Source: an optimization exercise on an open RTL-to-GDS flow (aim: small area, a short achievable clock period and few clock cycles per item). Production flows keep margins and buffers that such runs may drop.
Only simulation tests tie the RTL to the original design; equivalence was not proved.

==> flow/design.v (outline; a module is shown in full before it is edited, if it fits) <==
// module multiplier32FP: 177 lines
// module mul24_cs: 2235 lines
// module fa_cell: 4 lines
// module ao22_cell: 3 lines
// module xor_cell: 3 lines
// module ha_cell: 4 lines
module multiplier32FP (
	input  logic        clk,
	input  logic        rst_n,
	input  logic        start_i,
	input  logic [31:0] a_i,
	input  logic [31:0] b_i,
	output logic        done_o,
	output logic        nan_o,
	output logic        infinit_o,
	output logic        overflow_o,
	output logic        underflow_o,
	output logic [31:0] product_o
);
  // ...
==> flow/flow/run.sh <==
#!/bin/bash
# Own layout flow: the standard ORFS flow (standard.sh), unchanged except
# that the input and output ports are buffered with buf_4 cells instead of the
# default port-buffer choice. Each make step writes its own log under
# orfs/logs; the make output as a whole goes to standard.log.
set -euo pipefail
export BUFFER_PORTS_ARGS="-buffer_cell sky130_fd_sc_hd__buf_4"
bash standard.sh > standard.log 2>&1
==> flow/standard.sh <==
#!/bin/bash
# synth_recipe.tcl (not shown) runs the flow's synth.tcl, then flattens the netlist and writes it again
# the make line also repeats each setting of config.mk as NAME=value (left out here)
make -C /OpenROAD-flow-scripts/flow DESIGN_CONFIG=/design/flow/config.mk WORK_HOME=/design/flow/orfs CLKGATE_MAP_FILE= SYNTH_SCRIPT=/design/flow/synth_recipe.tcl "${@:-finish}"
==> flow/config.mk <==
export PLATFORM = sky130hd
export DESIGN_NAME = multiplier32FP
export DESIGN_NICKNAME = multiplier32FP
export VERILOG_FILES = /design/flow/design.v
export SDC_FILE = /design/flow/constraint.sdc
export NUM_CORES = 4
export LEC_CHECK = 0
export CAP_MARGIN = 20
export CORE_MARGIN = 2
export CORE_UTILIZATION = 40
export PLACE_DENSITY = 0.6
export SLEW_MARGIN = 20
export SYNTH_HIERARCHICAL = 1
==> flow/constraint.sdc <==
create_clock -name core_clock -period 15.0 [get_ports {clk}]
set_input_delay 3.0000 -clock core_clock [delete_from_list [all_inputs] [get_ports {clk}]]
set_output_delay 3.0000 -clock core_clock [all_outputs]
set_load 0.01 [all_outputs]
==> impl_results.md, run 1 <==
- Buffers added on ports: 103
- Critical path peak fanout: between 40 and 50
- Clock skew: ~17 ps
- Most frequent cell after synthesis: xor2_1
- MaxCap Viol Count: 0
- Via count of the routed design: 23711
- Worst setup startpoint: s_r[14]
- Met2 usage: 0.4502
- Hold Buf Count CTS: 0
- Clock buffer depth: 2
- CTS clk-pin slew, worst paths: ~60 ps
- Die width: approximately 260 µm
- Setup tns final: 0 ps
- DR pass1 iterations: 9
- Met1 wire length: 38.67 mm
- Core ar.: ~63000 µm²
- Status: no timing/DRC/antenna violations
- CP required: between 10000 and 15000 ps
- Num rows: 92
- Post-CTS sizing: 0
- Unrepaired setup endpoints after global routing: false
- # IOs: 104
- Number of synthesized flops with an enable pin: 0
- First-pass GRT wire length: 143.2 mm
- RR Endpoint: r_unf
- Setup CP Type: flop to output port
- Non-Filler Instances: approximately 3700
- Final core occ: 0.4343
- Max Slew Vio Count: 0
Testbench counts, summed over its fixed seeds: cycles 3,216, ops 3,200.
==> inputs of run 2 (changes only) <==
==> flow/run.sh (new file) <==
#!/bin/bash
# synth_recipe.tcl (not shown) runs the flow's synth.tcl, then flattens the netlist and writes it again
# the make line also repeats each setting of config.mk as NAME=value (left out here)
make -C /OpenROAD-flow-scripts/flow DESIGN_CONFIG=/design/flow/config.mk WORK_HOME=/design/flow/orfs CLKGATE_MAP_FILE= SYNTH_SCRIPT=/design/flow/synth_recipe.tcl finish
removed: flow/flow/run.sh
removed: flow/standard.sh
==> run 2 against run 1 <==
- still clean
- global-route usage grew 0.47 points
- maximum frequency shrank 4.1%
- count of clock-buffer cells in the layout shrank 2
- design area grew 1.2%
- register-to-register slack lost 350 ps
- core utilization grew 0.53 points
- critical endpoint is now product_o[28]
==> impl_results.md, run 2 <==
- Worst setup SP type: flop (unchanged)
- TritonCTS clock tree: yes (unchanged)
- MaxCap Viol Count: 0 (unchanged)
- Die Y-Extent: 256.3 µm (unchanged)
- Area Growth Syn to Fin: 8.713% (was 7.406%)
- Most frequent cells after synthesis: 333 x xor2_1, 307 x a22o_1, 267 x fa_1, 210 x nand2_1, 187 x a21oi_1 (unchanged)
- Met2 usage: 0.4604 (was 0.4502)
- CP required: 12000 ps (about the same)
- 1st-iter DRT viols: 2280 (was 2142)
- GR Util All Layers: 0.2829 (was 0.2783)
- Nets: 3335 (was 3305)
- # DRC: 0 (unchanged)
- Avg Synthesized Cell Area: 8.801 µm² (unchanged)
- Clk sinks: 155 (unchanged)
- Fraction of registers with async set/reset: 0.01290 (unchanged)
- Most used routing layer: met2 (unchanged)
- Most frequent cell after synthesis: xor2_1 (unchanged)
- DR pass1 iterations: 7 (was 9)
- Gate Count Post-Synth: 2893 (unchanged)
- Die area: 65680 µm² (unchanged)
- CTS clk-pin slew, worst paths: 60 ps (about the same)
- Via count of the routed design: 23705 (was 23711)
- Clk root buf: clkbuf_16 (unchanged)
- Synth Warn #: 7 (unchanged)
- # IOs: 104 (unchanged)
- Slew @ Worst Pin: 1064 ps (was 1119 ps)
- R2R depth: 20 (unchanged)
- Setup tns final: 0 ps (unchanged)
- Buffers added on ports: 103 (unchanged)
- Synthesized area: 25460 µm² (unchanged)
- Most frequent CP cell: o21ai_0 (was a21oi_1)
- Post-CTS Setup Repair Bufs: 0 (unchanged)
- FF+latch count, synth: 155 (unchanged)
- Setup crit end kind: output port (unchanged)
- Critical path arrival: 5090 ps (was 4760 ps)
- Ranking of synthesized cells by area: fa_1 21%, dfxtp_1 12%, xor2_1 11% (unchanged)
- Synth cell types: 103 (unchanged)
- Critical path peak fanout: 49 (unchanged)
- CP max-delay cell: clkdlybuf4s50_1 (was buf_4)
- Final Hold Violating Endpoints: 0 (unchanged)
- FMAX: 0.1236 GHz (was 0.1289 GHz)
- Global Route met3 Usage: 0.05190 (was 0.04577)
- Core ar.: 62970 µm² (unchanged)
- Drt wl/cell: 25.02 µm (was 24.98 µm)
- Num rows: 92 (unchanged)
- CTS buffer count: 17 (unchanged)
- Number of routed nets with antenna violations: 0 (unchanged)
- Initial core utilization: 0.4044 (unchanged)
- Final Cycle Share: 0.5394 (was 0.5171)
- Vias per Instance: 6.288 (was 6.338)
- Status: no timing/DRC/antenna violations (unchanged)
- Final core occ: 0.4396 (was 0.4343)
- Post-DP HPWL: 68.49 mm (was 67.58 mm)
- Commonest non-fill, non-tap cells in the layout: 322 x xor2_1, 307 x a22o_1, 267 x fa_1, 209 x nand2_1, 187 x a21oi_1 (unchanged)
- Most common cell after layout, fill and taps aside: xor2_1 (unchanged)
- First-pass GRT wire length: 145.3 mm (was 143.2 mm)
- Post-CTS sizing: 0 (unchanged)
- Number of instances on the worst hold path: 0 (unchanged)
- Slew Limit Headroom: 0.2853 (was 0.2487)
- Met1 Use GR: 0.3652 (was 0.3609)
- Die width: 256.3 µm (unchanged)
- H-tree depth: 4 (unchanged)
- Sequential element share of the synthesized area: 0.1223 (unchanged)
- Setup CP Type: flop to output port (unchanged)
- Top FF cell, synth: dfxtp_1 (unchanged)
- Grt ovf: 0 (unchanged)
- Number of global-route vias before repair: 24414 (was 24002)
- Clock buffer depth: 2 (unchanged)
- Final setup fails: 0 (unchanged)
- Max Slew Vio Count: 0 (unchanged)
- Layout cell share with drive strength beyond 1: 0.07527 (was 0.09706)
- Max incr delay on CP: 560 ps (was 500 ps)
- Unrepaired setup endpoints after global routing: false (unchanged)
- Clock skew: 21.35 ps (was 16.53 ps)
- Minimum clock period after layout: 8091 ps (was 7756 ps)
- Final WL: 94.33 mm (was 93.45 mm)
- Crit path cell chain: ha_1 -> a21oi_1 -> o21ai_0 -> a21oi_1 -> o221ai_1 -> nor2_1 -> a21oi_1 -> o311ai_4 -> buf_4 -> o21ai_0 -> nor2_1 -> xor2_1 -> o21ai_0 -> o21ai_0 -> clkdlybuf4s50_1 (was ha_1 -> a21oi_1 -> o21ai_0 -> a21oi_1 -> o221ai_1 -> nor2_1 -> a21oi_1 -> o311ai_4 -> buf_4 -> mux2i_1 -> nor3b_1 -> xnor2_1 -> nand2_1 -> a22o_1 -> buf_4)
- Clock latency reported for the late side of the worst-skew pair: 470 ps (about the same)
- Hold Buf Count CTS: 0 (unchanged)
- Yosys top cell area share: 0.2099 (unchanged)
- Gpl congestion: 0.9948 (was 1.005)
- Largest area contributor in the netlist: fa_1 (unchanged)
- Initial antenna violation count: 1 (was 0)
- Largest net degree at the start of global routing: 68 (unchanged)
- Number of synthesized flops with an enable pin: 0 (unchanged)
- Largest regs: c_r (48), s_r (48), r_prod (32) (unchanged)
- Type of the most critical hold path: flop to flop (unchanged)
-- run 2: cell count changes in the layout (fill, tap and decap cells not counted), sizes merged --
| cell | change |
|---|---|
| clkinvlp | -1 |
| bufinv | -3 |
| buf | -62 |
| clkdlybuf4s50 | +92 |
| clkbuf | -2 |
| inv | -2 |
| diode | +1 |
| clkinv | +6 |
-- run 2: stage by stage --
step / area [µm²] / cells / hold WS (ps) / setup slack (ps)
floorplan: 25550 / 2917 / 369.9 / 6555
finish: 27680 / 3770 / 398.5 / 6909
detailed placement: 27130 / 3739 / 389.9 / 7061
CTS: 27670 / 3769 / 404.1 / 6973
global placement: 27120 / 3739 / 384.7 / 7181
global route: 27680 / 3769 / 420.2 / 6648
-- run 2: worst paths after layout --
check                         from       endpoint  slack [ps]
max reg2reg                    d_r          r_ovf        7260
min in group asynchronous    rst_n           pend        2700
min reg2reg                   pend           rsel         400
min                           pend           rsel         400
max in group asynchronous    rst_n         done_o       12190
max                        s_r[14]  product_o[28]        6910
-- run 2: Yosys stat by module (local to each module, per instance) --
module,copies in the design,cells inside,flip-flops and latches
ha_cell,22,1,0
xor_cell,300,1,0
mul24_cs,1,191,0
multiplier32FP,1,1816,155
fa_cell,264,1,0
ao22_cell,300,1,0
-- run 2: logic make-up (layout without fill, tap and decap cells) --
group | count (synthesis) | count (layout) | share of synthesized area
other | 1 | 26 | 0.0001473
flip-flops | 155 | 155 | 0.1223
XOR/XNOR | 382 | 382 | 0.1317
AND/OR/NAND/NOR | 695 | 695 | 0.1309
buffers and inverters | 269 | 275 | 0.05701
AO/OA/AOI/OAI | 957 | 957 | 0.2708
multiplexers | 78 | 78 | 0.03351
adder cells (fa/ha/maj) | 356 | 356 | 0.2537
-- run 2: final cells by class --
cell class | instances | area [µm²]
well taps | 846 | 1059
inverters | 63 | 236.5
repair buffers | 182 | 1569
clock inverters | 11 | 97.59
clock buffers | 19 | 442.9
flip-flops and latches | 155 | 3117
multi-input cells | 2493 | 21160
diodes | 1 | 2.502
fillers | 6229 | 35290
-- run 2: layer usage --
metal | part of all wire | vias up
li1 | - | 10519
met1 | 0.42 | 11667
met2 | 0.46 | 1275
met3 | 0.083 | 244
met4 | 0.038 | 0
met5 | 0 | -
-- run 2: worst max-delay path: cells and delay by family, from the launching register on --
kind | cells | cell delay [ps]
xor+xnor | 1 | 160
compound gates | 9 | 2050
fa+ha+maj | 1 | 390
simple gates | 2 | 590
flops | 1 | 310
buf+inv | 2 | 1080
==> inputs of run 3 (changes only) <==
==> flow/flow/run.sh (new file) <==
#!/bin/bash
# Own layout flow: the standard ORFS flow (standard.sh) with two changes:
#  - the input and output ports are buffered with buf_4 cells instead of the
#    default port-buffer choice;
#  - timing repair aims for 8 ns of setup slack (the clock period and the
#    constraints are unchanged; this only makes repair work on paths that
#    already meet them).
# Each make step writes its own log under orfs/logs; the make output as a
# whole goes to standard.log.
set -euo pipefail
export BUFFER_PORTS_ARGS="-buffer_cell sky130_fd_sc_hd__buf_4"
export SETUP_SLACK_MARGIN=8
bash standard.sh > standard.log 2>&1
==> flow/standard.sh (new file) <==
#!/bin/bash
# synth_recipe.tcl (not shown) runs the flow's synth.tcl, then flattens the netlist and writes it again
# the make line also repeats each setting of config.mk as NAME=value (left out here)
make -C /OpenROAD-flow-scripts/flow DESIGN_CONFIG=/design/flow/config.mk WORK_HOME=/design/flow/orfs CLKGATE_MAP_FILE= SYNTH_SCRIPT=/design/flow/synth_recipe.tcl "${@:-finish}"
removed: flow/run.sh
==> run 3 against run 2 <==
- sequential share of layout area fell by 0.057 points
- cell count fell by 0.19%
- sequential cell count did not move
- maximum frequency up 17%
- count of clock-buffer cells in the layout down 1
- setup slack better by 1200 ps
- worst hold slack improved by 9.6 ps
- design area up 0.47%
- still clean
==> impl_results.md, run 3 <==
- Status: no timing/DRC/antenna violations (unchanged)
- Gpl congestion: 0.9584 (was 0.9948)
- Synth cell types: 103 (unchanged)
- DR pass1 iterations: 7 (unchanged)
- Setup CP Type: flop to output port (unchanged)
- Buffers and inverters on the worst path: 2 (unchanged)
- Initial antenna violation count: 3 (was 1)
- Core ar.: 62970 µm² (unchanged)
- Yosys top cell area share: 0.2099 (unchanged)
- Sequential Area: 3115 µm² (was 3117 µm²)
- MaxCap Viol Count: 0 (unchanged)
- Number of routed nets with antenna violations: 0 (unchanged)
- Num rows: 92 (unchanged)
- Final Cycle Share: 0.4594 (was 0.5394)
- Synthesized area: 25460 µm² (unchanged)
- Max Slew Vio Count: 0 (unchanged)
- Drt wl/cell: 25.96 µm (was 25.02 µm)
- Sequential element share of the synthesized area: 0.1223 (unchanged)
- Most frequent CP cell: a21oi_2 (was o21ai_0)
- Largest area contributor in the netlist: fa_1 (unchanged)
- Max incr delay on CP: 390 ps (was 560 ps)
- H-tree depth: 4 (unchanged)
- Ranking of synthesized cells by area: fa_1 21%, dfxtp_1 12%, xor2_1 11% (unchanged)
- Crit path cell chain: ha_1 -> a21oi_1 -> o21ai_0 -> a21oi_2 -> o221ai_4 -> nor2_4 -> a21oi_2 -> o311ai_4 -> buf_12 -> mux2i_1 -> nor3b_1 -> xnor2_1 -> nand2_1 -> a22o_1 -> buf_4 (was ha_1 -> a21oi_1 -> o21ai_0 -> a21oi_1 -> o221ai_1 -> nor2_1 -> a21oi_1 -> o311ai_4 -> buf_4 -> o21ai_0 -> nor2_1 -> xor2_1 -> o21ai_0 -> o21ai_0 -> clkdlybuf4s50_1)
- CTS buffer count: 17 (unchanged)
- Layout cell share with drive strength beyond 1: 0.1242 (was 0.07527)
- FMAX: 0.1451 GHz (was 0.1236 GHz)
- 1st-iter DRT viols: 2188 (was 2280)
- Synth Warn #: 7 (unchanged)
- Grt ovf: 0 (unchanged)
- Clk root buf: clkbuf_16 (unchanged)
- Final setup fails: 0 (unchanged)
- Multi-input gate area: 21530 µm² (was 21160 µm²)
- CP max-delay cell: ha_1 (was clkdlybuf4s50_1)
- CP delay by family, top: compound AO/OA/AOI/OAI gates (unchanged)
- Number of synthesized flops with an enable pin: 0 (unchanged)
- Via count of the routed design: 23910 (was 23705)
- Worst reg2reg startpoint: d_r (unchanged)
- Largest regs: c_r (48), s_r (48), r_prod (32) (unchanged)
- Nets: 3325 (was 3335)
- # IOs: 104 (unchanged)
- Die width: 256.3 µm (unchanged)
- Worst setup startpoint: s_r[14] (unchanged)
- First-pass GRT wire length: 148.8 mm (was 145.3 mm)
- Most frequent cell after synthesis: xor2_1 (unchanged)
- Avg Synthesized Cell Area: 8.801 µm² (unchanged)
- Initial core utilization: 0.4044 (unchanged)
- Fraction of registers with async set/reset: 0.01290 (unchanged)
- Clock skew: 22.63 ps (was 21.35 ps)
- Area Growth Syn to Fin: 9.219% (was 8.713%)
- Critical path arrival: 3890 ps (was 5090 ps)
- Setup crit end kind: output port (unchanged)
- Final Hold Violating Endpoints: 0 (unchanged)
- Gate Count Post-Synth: 2893 (unchanged)
- Slew @ Worst Pin: 990.4 ps (was 1064 ps)
- Clock buffer depth: 2 (unchanged)
- Final WL: 97.70 mm (was 94.33 mm)
- Type of the most critical hold path: flop to flop (unchanged)
- Hold Startpoint: pend (unchanged)
- GR Util All Layers: 0.2903 (was 0.2829)
- Minimum clock period after layout: 6890 ps (was 8091 ps)
- Post-DP HPWL: 69.20 mm (was 68.49 mm)
- Most common cell after layout, fill and taps aside: xor2_1 (unchanged)
- Clk sinks: 155 (unchanged)
- Setup tns final: 0 ps (unchanged)
- Vias per Instance: 6.354 (was 6.288)
- Worst setup SP type: flop (unchanged)
- Die Y-Extent: 256.3 µm (unchanged)
- Number of global-route vias before repair: 24268 (was 24414)
- Critical path peak fanout: 25 (was 49)
- CP required: 12000 ps (about the same)
- Hold Buf Count CTS: 0 (unchanged)
- CTS clk-pin slew, worst paths: 70 ps (was 60 ps)
- Layout fillers: 6226 (was 6229)
- Unrepaired setup endpoints after global routing: true (was false)
- TritonCTS clock tree: yes (unchanged)
- Final hold slack: 408.1 ps (was 398.5 ps)
- Most frequent cells after synthesis: 333 x xor2_1, 307 x a22o_1, 267 x fa_1, 210 x nand2_1, 187 x a21oi_1 (unchanged)
- Clock latency reported for the late side of the worst-skew pair: 470 ps (about the same)
- Commonest non-fill, non-tap cells in the layout: 320 x xor2_1, 307 x a22o_1, 265 x fa_1, 209 x nand2_1, 184 x a21oi_1 (was 322 x xor2_1, 307 x a22o_1, 267 x fa_1, 209 x nand2_1, 187 x a21oi_1)
- Buffers added on ports: 103 (unchanged)
- Largest net degree at the start of global routing: 68 (unchanged)
- # DRC: 0 (unchanged)
- Slew Limit Headroom: 0.3373 (was 0.2853)
- Die area: 65680 µm² (unchanged)
- FF+latch count, synth: 155 (unchanged)
- Top FF cell, synth: dfxtp_1 (unchanged)
[run 3: cell counts after synthesis]
No cell type changed its count.
[run 3: worst register-to-register path, stage by stage, from the launching register on]
cell,delay [ps]
dfxtp_2,480
nor2b_1,250
inv_1,160
fa_1,460
a21o_1,270
a21o_1,320
xor2_1,290
a22oi_1,150
o2111ai_2,400
nand3_1,140
buf_4,260
nand2_1,100
buf_4,300
mux2i_1,520
mux2i_1,270
o221ai_1,620
a221oi_1,320
a211oi_1,380
nand4_1,140
a21oi_1,180
nand4_1,230
o41ai_1,420
[run 3: worst paths after layout]
| check | depth (start not counted) | endpoint | slack (ps) |
|---|---|---|---|
| worst min register to register | 0 | rsel | 410 |
| max in group asynchronous | 1 | done_o | 12620 |
| worst min-delay path | 0 | rsel | 410 |
| min in group asynchronous | 1 | pend | 2300 |
| worst max register to register | 21 | r_unf | 8250 |
| worst max-delay path | 15 | product_o[27] | 8110 |
[run 3: metrics by stage]
stage	area, µm²	std cells	setup WS (ps)	util
after floorplan	25650	2917	7983	-
after global placement	26700	3703	7569	0.4241
after detailed placement	26700	3703	7439	0.4241
after CTS	27550	3746	7966	0.4376
after global routing	27800	3761	7911	0.4416
final	27810	3763	8110	0.4416
[run 3: logic make-up (layout without fill, tap and decap cells)]
logic type      Yosys count  in the layout  synth area share
flops                   155            155            0.1223
fa+ha+maj               356            356            0.2537
xor+xnor                382            382            0.1317
simple gates            695            697            0.1309
compound gates          957            958            0.2708
mux                      78             78           0.03351
other cells               1             27         0.0001473
buf+inv                 269            264           0.05701
[run 3: Yosys stat by module, one instance, submodules excluded]
| module | cell area (µm²) | times used |
|---|---|---|
| xor_cell | 8.758 | 300 |
| mul24_cs | 1304 | 1 |
| fa_cell | 20.02 | 264 |
| multiplier32FP | 13340 | 1 |
| ao22_cell | 8.758 | 300 |
| ha_cell | 12.51 | 22 |
[run 3: what timing repair did]
item,in CTS,in global routing
gates cloned,3,1
buffers inserted,8,14
gates resized for setup,43,32
endpoints found under the setup margin,39,40
pin swaps,8,12
[run 3: routing by layer]
metal,share of wire,global-route usage,up-vias
li1,-,-,10497
met3,0.080,0.05733,249
met4,0.037,0.1147,2
met5,0.00011,0,-
met1,0.41,0.3700,11870
met2,0.47,0.4824,1292
[run 3: cell type report]
class,count,share of cell area
Multi-Input combinational cell,2496,0.7743
Clock buffer,18,0.01579
Antenna cell,2,0.0001800
Sequential cell,155,0.1120
Timing Repair Buffer,169,0.04724
Clock inverter,14,0.003870
Inverter,63,0.008504
Tap cell,846,0.03807
==> inputs of run 4 (changes only) <==
--- a/flow/flow/run.sh
+++ b/flow/flow/run.sh
@@ -4,3 +4,3 @@
 #    default port-buffer choice;
-#  - timing repair aims for 8 ns of setup slack (the clock period and the
+#  - timing repair aims for 9 ns of setup slack (the clock period and the
 #    constraints are unchanged; this only makes repair work on paths that
@@ -11,3 +11,3 @@
 export BUFFER_PORTS_ARGS="-buffer_cell sky130_fd_sc_hd__buf_4"
-export SETUP_SLACK_MARGIN=8
+export SETUP_SLACK_MARGIN=9
 bash standard.sh > standard.log 2>&1
==> run 4 against run 3 <==
- still clean
- non-clock buffer count rose by 216
- sequential cell count unchanged
- sequential share of layout area decreased by 1.8 points
- largest cell class unchanged
==> impl_results.md, run 4 <==
- Drt wl/cell: 28.64 µm (was 25.96 µm)
- Number of instances on the worst hold path: 0 (unchanged)
- Max Slew Vio Count: 0 (unchanged)
- Area Growth Syn to Fin: 30.40% (was 9.219%)
- GR Util All Layers: 0.3346 (was 0.2903)
- Unrepaired setup endpoints after global routing: true (unchanged)
- Minimum clock period after layout: 6752 ps (was 6890 ps)
- Clk sinks: 155 (unchanged)
- Initial antenna violation count: 3 (unchanged)
- Largest regs: c_r (48), s_r (48), r_prod (32) (unchanged)
- Via count of the routed design: 25787 (was 23910)
- Sequential element share of the synthesized area: 0.1223 (unchanged)
- Setup crit end kind: output port (unchanged)
- Gpl congestion: 0.9609 (was 0.9584)
- Vias per Instance: 6.434 (was 6.354)
- Num rows: 92 (unchanged)
- Most frequent CP cell: buf_4 (was a21oi_2)
- Most frequent cell after synthesis: xor2_1 (unchanged)
- Clock skew: 29.67 ps (was 22.63 ps)
- Largest net degree at the start of global routing: 68 (unchanged)
- Core ar.: 62970 µm² (unchanged)
- First-pass GRT wire length: 165.7 mm (was 148.8 mm)
- Critical path peak fanout: 6 (was 25)
- # IOs: 104 (unchanged)
- Final Hold Violating Endpoints: 0 (unchanged)
- Yosys top cell area share: 0.2099 (unchanged)
- Slew Limit Headroom: 0.3226 (was 0.3373)
- FF+latch count, synth: 155 (unchanged)
- FMAX: 0.1481 GHz (was 0.1451 GHz)
- Adder-cell share of the synthesized area: 0.2537 (unchanged)
- CP max-delay cell: or4_4 (was ha_1)
- Gate Count Post-Synth: 2893 (unchanged)
- CP delay by family, top: compound AO/OA/AOI/OAI gates (unchanged)
- Compound-Gate Fraction of Synth Area: 0.2708 (unchanged)
- Most frequent cells after synthesis: 333 x xor2_1, 307 x a22o_1, 267 x fa_1, 210 x nand2_1, 187 x a21oi_1 (unchanged)
- Die Y-Extent: 256.3 µm (unchanged)
- Synth cell types: 103 (unchanged)
- Synthesized area: 25460 µm² (unchanged)
- Layout cell share with drive strength beyond 1: 0.3041 (was 0.1242)
- Top FF cell, synth: dfxtp_1 (unchanged)
- CP required: 12000 ps (about the same)
- Die width: 256.3 µm (unchanged)
- Die area: 65680 µm² (unchanged)
- Setup tns final: 0 ps (unchanged)
- Largest family of logic cells by synthesized area: compound AO/OA/AOI/OAI gates (unchanged)
- Xor/xnor share of the synthesized area: 0.1317 (unchanged)
- MaxCap Viol Count: 0 (unchanged)
- 1st-iter DRT viols: 2727 (was 2188)
- Critical path arrival: 3750 ps (was 3890 ps)
- CTS buffer count: 17 (unchanged)
- Post-synthesis simple-gate area fraction: 0.1309 (unchanged)
- R2R depth: 21 (unchanged)
- # DRC: 0 (unchanged)
- Max incr delay on CP: 560 ps (was 390 ps)
- Buffers added on ports: 103 (unchanged)
- TritonCTS clock tree: yes (unchanged)
- Hold Buf Count CTS: 0 (unchanged)
- Number of global-route vias before repair: 25260 (was 24268)
- H-tree depth: 4 (unchanged)
- Final setup fails: 0 (unchanged)
- Setup CP Type: flop to output port (unchanged)
- Clk root buf: clkbuf_16 (unchanged)
- Multiplexer share of the synthesized area: 0.03352 (unchanged)
- Type of the most critical hold path: flop to flop (unchanged)
- Number of synthesized flops with an enable pin: 0 (unchanged)
- Most common cell after layout, fill and taps aside: a22o_1 (was xor2_1)
- Post-DP HPWL: 70.00 mm (was 69.20 mm)
- Buffers and inverters on the worst path: 6 (was 2)
- Final WL: 114.8 mm (was 97.70 mm)
- Avg Synthesized Cell Area: 8.801 µm² (unchanged)
- Clock buffer depth: 2 (unchanged)
- Grt ovf: 0 (unchanged)
- Synth Warn #: 7 (unchanged)
- Slew @ Worst Pin: 1016 ps (was 990.4 ps)
- DR pass1 iterations: 8 (was 7)
- Non-Filler Instances: 4008 (was 3763)
- Final Cycle Share: 0.4501 (was 0.4594)
- CTS clk-pin slew, worst paths: 70 ps (about the same)
- Crit path cell chain: ha_4 -> nand4_1 -> or4_4 -> a211oi_4 -> buf_6 -> nor2_4 -> a21oi_2 -> o311ai_4 -> buf_4 -> buf_12 -> buf_12 -> buf_4 -> o21ai_2 -> a211oi_1 -> a21o_1 -> buf_4 (was ha_1 -> a21oi_1 -> o21ai_0 -> a21oi_2 -> o221ai_4 -> nor2_4 -> a21oi_2 -> o311ai_4 -> buf_12 -> mux2i_1 -> nor3b_1 -> xnor2_1 -> nand2_1 -> a22o_1 -> buf_4)
- Commonest non-fill, non-tap cells in the layout: 304 x a22o_1, 299 x xor2_1, 282 x buf_4, 197 x nand2_1, 161 x nor2_1 (was 320 x xor2_1, 307 x a22o_1, 265 x fa_1, 209 x nand2_1, 184 x a21oi_1)
- Clock latency reported for the late side of the worst-skew pair: 510 ps (was 470 ps)
- Nets: 3570 (was 3325)
- Placed Cells: 3687 (was 3703)
- Status: no timing/DRC/antenna violations (unchanged)
- Ranking of synthesized cells by area: fa_1 21%, dfxtp_1 12%, xor2_1 11% (unchanged)
- WP depth: 16 (was 15)
- Initial core utilization: 0.4044 (unchanged)
- Largest area contributor in the netlist: fa_1 (unchanged)
- Worst setup SP type: flop (unchanged)
- Fraction of registers with async set/reset: 0.01290 (unchanged)
- Number of routed nets with antenna violations: 0 (unchanged)
run 4: cell counts after synthesis:
Identical to the previous run, type by type.
run 4: metrics by stage:
stage / hold slack, ps / worst slack (ps) / instance area, µm² / utilization
3_3_place_gp: 386.1 / 7612 / 27090 / 0.4303
3_5_place_dp: 388.5 / 7558 / 27090 / 0.4303
5_1_grt: 420.2 / 8136 / 33200 / 0.5272
6_report: 393.1 / 8248 / 33200 / 0.5273
2_1_floorplan: 369.9 / 8047 / 26340 / -
4_1_cts: 397.0 / 8200 / 31670 / 0.5029
run 4: path summary, 6_finish.rpt:
check,startpoint,end,slack (ps)
setup / recovery,c_r[27],product_o[2],8250
hold / removal,pend,rsel,390
hold reg to reg,pend,rsel,390
min in group asynchronous,rst_n,done_o,2270
max in group asynchronous,rst_n,pend,12630
setup reg to reg,msb_r[0],r_ovf,9050
run 4: layer usage:
metal,GRT usage,vias up,share of wire
li1,-,11045,-
met1,0.4120,12663,0.38
met2,0.5453,1653,0.46
met3,0.07177,424,0.093
met4,0.1839,2,0.066
met5,0,-,0.00011
run 4: what timing repair did:
action                     in CTS  in global routing
pin swaps                     182                118
resized for setup             402                198
setup endpoints to repair     133                107
setup buffers                 169                 67
gates cloned                   44                  7
run 4: final cells by class:
class,count,area (µm²)
clock inverters,14,153.9
diodes,2,5.005
flip-flops and latches,155,3137
well taps,846,1059
inverters,63,240.2
fillers,5704,29760
multi-input cells,2525,24070
repair buffers,385,4104
clock buffers,18,429.2
run 4: logic make-up after synthesis:
group / Yosys count
flip-flops: 155
AO/OA/AOI/OAI: 957
other: 1
XOR/XNOR: 382
adder cells (fa/ha/maj): 356
buffers and inverters: 269
AND/OR/NAND/NOR: 695
multiplexers: 78
run 4: per-module statistics from Yosys (local to each module, per instance):
module / flip-flops and latches / cells inside / copies in the design / area [µm²]
xor_cell: 0 / 1 / 300 / 8.758
ao22_cell: 0 / 1 / 300 / 8.758
fa_cell: 0 / 1 / 264 / 20.02
multiplier32FP: 155 / 1816 / 1 / 13340
mul24_cs: 0 / 191 / 1 / 1304
ha_cell: 0 / 1 / 22 / 12.51

==> port drivers added, routing unchanged <==
Ports are ideal in the flow. The routed layouts listed here were re-timed in OpenROAD.
Step 1, drivers: a clkbuf_16 drives clk and a buf_2 each remaining input, both assumed.
Step 2, shift: input delay + t, output delay - t, t = (earliest + latest rising clock arrival at the registers) / 2. This alone moves slack from input paths to output paths.
a / b / c = no drivers / after step 1 / after step 2; a / b = the first two.
| run | shift t [ns] | setup WS [ns] | worst hold slack (ns) | latest minus earliest clock arrival (ns) |
|---|---|---|---|---|
| run 1 | 0.518 | 7.244 / 7.185 / 7.364 | 0.407 / 0.407 / 0.407 | 0.017 / 0.017 |
| run 2 | 0.526 | 6.909 / 6.847 / 6.976 | 0.398 / 0.398 / 0.398 | 0.023 / 0.023 |
| run 3 | 0.511 | 8.110 / 8.057 / 7.634 | 0.408 / 0.408 / 0.408 | 0.024 / 0.024 |
| run 4 | 0.554 | 8.248 / 8.194 / 8.059 | 0.393 / 0.393 / 0.393 | 0.029 / 0.030 |
After both steps every run listed still meets setup and hold. For run 3, which loses most, drivers alone change the setup slack by -0.053 ns; drivers and shift together by -0.476 ns.
